From an optimization exercise on the open Yosys and OpenROAD flow, aimed at small area and a short achievable clock period; shortcuts taken in it are not production practice. Function was checked by simulation only, so behaviour that the tests miss may differ from the original.

==> inputs of yarrow <==
Design filter, start of the top module:
module filter #(parameter DATA_WIDTH = 16) (
    input clk,
    input rst_n,
    input signed [DATA_WIDTH-1:0] FilterIn,
    input ValidIn,
    output signed [32:0] data_out,
    output reg ValidOut);
Settings: LEC_CHECK=0, CAP_MARGIN=20, CORE_MARGIN=2, CORE_UTILIZATION=20, SETUP_SLACK_MARGIN=5, SLEW_MARGIN=20, SYNTH_HIERARCHICAL=1, TNS_END_PERCENT=100; clock period 10.5 ns.
standard.sh (not shown) runs the stock make flow with config.mk's settings and CLKGATE_MAP_FILE= SYNTH_SCRIPT=/design/flow/synth_recipe.tcl, a recipe that flattens the netlist after the stock synthesis.
==> flow/flow/run.sh <==
#!/bin/bash
# Layout: the standard flow (standard.sh) unchanged, except that timing repair
# aims at a larger setup margin (a shorter period than the 10.5 ns clock) and the
# port buffers are plain buffers instead of delay cells.  make's full output goes
# to make_finish.log here; each ORFS step keeps its own log under orfs/logs/.
set -uo pipefail
bash standard.sh SETUP_SLACK_MARGIN=6.25 'BUFFER_PORTS_ARGS=-buffer_cell sky130_fd_sc_hd__buf_4' finish > make_finish.log 2>&1
status=$?
tail -n 40 make_finish.log
exit $status
==> harbor (differences from yarrow) <==
- CORE_UTILIZATION: 20 -> 25
- PLACE_DENSITY: not set -> 0.45
==> garnet (differences from yarrow) <==
- CORE_UTILIZATION: 20 -> 30
==> comparison <==
Against harbor, the worst hold slack of garnet is lower by 0.0080 ns. Die area: garnet < harbor < yarrow. Non-clock buffer count: garnet < yarrow < harbor. Cell count: yarrow > harbor > garnet. Area after synthesis is the same in yarrow and garnet. The highest clock-buffer cell count belongs to harbor, the lowest to garnet. Against harbor, the utilization of garnet is higher by 5.2 points. In yarrow the global-route usage is lower than in garnet, by 4.9 points.

* * *

==> inputs of v37 <==
filter, a different RTL version from the one above (not shown whole).
// filter
module filter #(parameter DATA_WIDTH = 16) (
    input clk,
    input rst_n,
    input signed [DATA_WIDTH-1:0] FilterIn,
    input ValidIn,
    output signed [32:0] data_out,
    output reg ValidOut);
clock: 10.5 ns
lec_check: 0
cap_margin: 20
core_margin: 2
core_utilization: 65
setup_slack_margin: 5
slew_margin: 20
synth_hierarchical: 1
tns_end_percent: 100
==> flow/flow/run.sh <==
#!/bin/bash
# Layout: the standard flow (standard.sh) unchanged, except that timing repair
# aims at a larger setup margin (a shorter period than the 10.5 ns clock) and the
# port buffers are plain buffers instead of delay cells.  make's full output goes
# to make_finish.log here; each ORFS step keeps its own log under orfs/logs/.
set -uo pipefail
bash standard.sh SETUP_SLACK_MARGIN=6.0 'BUFFER_PORTS_ARGS=-buffer_cell sky130_fd_sc_hd__buf_4' finish > make_finish.log 2>&1
status=$?
tail -n 40 make_finish.log
exit $status
==> v27 (differences from v37) <==
--- a/flow/flow/run.sh
+++ b/flow/flow/run.sh
@@ -6,3 +6,3 @@
 set -uo pipefail
-bash standard.sh SETUP_SLACK_MARGIN=6.0 'BUFFER_PORTS_ARGS=-buffer_cell sky130_fd_sc_hd__buf_4' finish > make_finish.log 2>&1
+bash standard.sh SETUP_SLACK_MARGIN=6.5 'BUFFER_PORTS_ARGS=-buffer_cell sky130_fd_sc_hd__buf_4' finish > make_finish.log 2>&1
 status=$?
==> v10 (differences from v37) <==
==> flow/run.sh (new file) <==
#!/bin/bash
# synth_recipe.tcl (not shown) runs the flow's synth.tcl, then flattens the netlist and writes it again
# the make line also repeats each setting of config.mk as NAME=value (left out here)
make -C /OpenROAD-flow-scripts/flow DESIGN_CONFIG=/design/flow/config.mk WORK_HOME=/design/flow/orfs CLKGATE_MAP_FILE= SYNTH_SCRIPT=/design/flow/synth_recipe.tcl finish
removed: flow/flow/run.sh
removed: flow/standard.sh
==> qor summary <==
	v27	v37	v10
Detail Route met3 WL	7381 um	7445 um	6473 um
Endpoint of the worst-slack reg-to-reg timing path	r0_17_1	r2_18_2	r0_19_1
F_max	184.7 MHz	189.6 MHz	183.2 MHz
Min-delay src	d10[3]	d5[15]	d10[4]
Status	complete, no violations	complete, no violations	complete, no violations
Largest net degree at the start of global routing	79	175	174
Non-filler cells in the finished layout	3,497	3,336	3,306
Footprint of the flip-flops and latches	0.01312 mm2	0.01288 mm2	0.01285 mm2
Non-clock buffer share of cell area	5.190%	1.807%	1.545%
First-pass detailed-route iteration total	6	5	7
Worst setup timing slack at the placement stage	5.708 ns	5.612 ns	4.748 ns
Detailed-route via count	21,448	20,383	19,793
P&R area growth vs syn	17.12%	10.03%	9.260%
Met1 Use GR	49.14%	47.65%	44.65%

* * *

==> inputs of 03-12 <==
filter with an RTL version that a note above also has.
Design filter, start of the top module:
module filter #(parameter DATA_WIDTH = 16) (
    input clk,
    input rst_n,
    input signed [DATA_WIDTH-1:0] FilterIn,
    input ValidIn,
    output signed [32:0] data_out,
    output reg ValidOut);
Settings: LEC_CHECK=0, CAP_MARGIN=20, CORE_MARGIN=2, CORE_UTILIZATION=25, SETUP_SLACK_MARGIN=5, SLEW_MARGIN=20, SYNTH_HIERARCHICAL=1, TNS_END_PERCENT=100; clock period 10.5 ns.
==> flow/flow/run.sh <==
#!/bin/bash
# Layout: the standard flow (standard.sh) unchanged, except that timing repair
# aims at a larger setup margin (a shorter period than the 10.5 ns clock) and the
# port buffers are plain buffers instead of delay cells.  make's full output goes
# to make_finish.log here; each ORFS step keeps its own log under orfs/logs/.
set -uo pipefail
bash standard.sh SETUP_SLACK_MARGIN=6.3 'BUFFER_PORTS_ARGS=-buffer_cell sky130_fd_sc_hd__buf_4' finish > make_finish.log 2>&1
status=$?
tail -n 40 make_finish.log
exit $status
==> 09-01: changes against 03-12 <==
--- a/flow/flow/run.sh
+++ b/flow/flow/run.sh
@@ -6,3 +6,3 @@
 set -uo pipefail
-bash standard.sh SETUP_SLACK_MARGIN=6.3 'BUFFER_PORTS_ARGS=-buffer_cell sky130_fd_sc_hd__buf_4' finish > make_finish.log 2>&1
+bash standard.sh SETUP_SLACK_MARGIN=6.8 'BUFFER_PORTS_ARGS=-buffer_cell sky130_fd_sc_hd__buf_4' finish > make_finish.log 2>&1
 status=$?
Settings changed: CORE_UTILIZATION 25 to 65.
==> summary.txt <==
In 09-01 the register-to-register slack is worse than in 03-12, by 0.21 ns.
Between 09-01 and 03-12, the lower sequential share of layout area is in 09-01 (gap 0.95 points).
In 03-12 the final cell count is larger than in 09-01, by 28%.
Against 03-12, the cell area of 09-01 is larger by about 3.6%.

[static timing again, ports no longer ideal]
The flow's constraints put no driver on any port. The routed layouts listed below were extracted and timed again, unchanged, in two steps. Step 1 sets driving cells, clkbuf_16 on the clock port and buf_2 on the other inputs (assumed; they add their load-dependent delay and slew). Step 2 adds t to the input delays and takes it off the output delays; t is the mean of the earliest and latest rising clock arrival at the registers after step 1. Input paths then give back, and output paths get back, about the clock's delay inside the block. a / b / c = no drivers / after step 1 / after step 2; a / b = the first two.
| run | t (ns) | slack for setup (ns) | hold slack, ns | latest minus earliest clock arrival (ns) |
|---|---|---|---|---|
| yarrow | 0.695 | 6.241 / 6.165 / 5.470 | 0.346 / 0.346 / 0.346 | 0.041 / 0.040 |
| harbor | 0.723 | 6.292 / 6.198 / 5.475 | 0.343 / 0.343 / 0.343 | 0.030 / 0.030 |
| garnet | 0.698 | 6.309 / 6.167 / 5.469 | 0.335 / 0.335 / 0.335 | 0.024 / 0.023 |
| v37 | 0.675 | 5.225 / 5.161 / 5.769 | 0.345 / 0.345 / 0.345 | 0.017 / 0.017 |
| v27 | 0.682 | 5.086 / 5.022 / 5.704 | 0.339 / 0.339 / 0.339 | 0.041 / 0.041 |
| v10 | 0.675 | 5.043 / 4.977 / 4.772 | 0.347 / 0.347 / 0.347 | 0.021 / 0.021 |
| 03-12 | 0.699 | 6.270 / 6.163 / 5.464 | 0.329 / 0.329 / 0.329 | 0.035 / 0.034 |
| 09-01 | 0.706 | 6.062 / 6.062 / 5.370 | 0.346 / 0.346 / 0.346 | 0.046 / 0.046 |
After both steps every run listed still meets setup and hold. For garnet, which loses most, drivers alone change the setup slack by -0.142 ns; drivers and shift together by -0.840 ns.
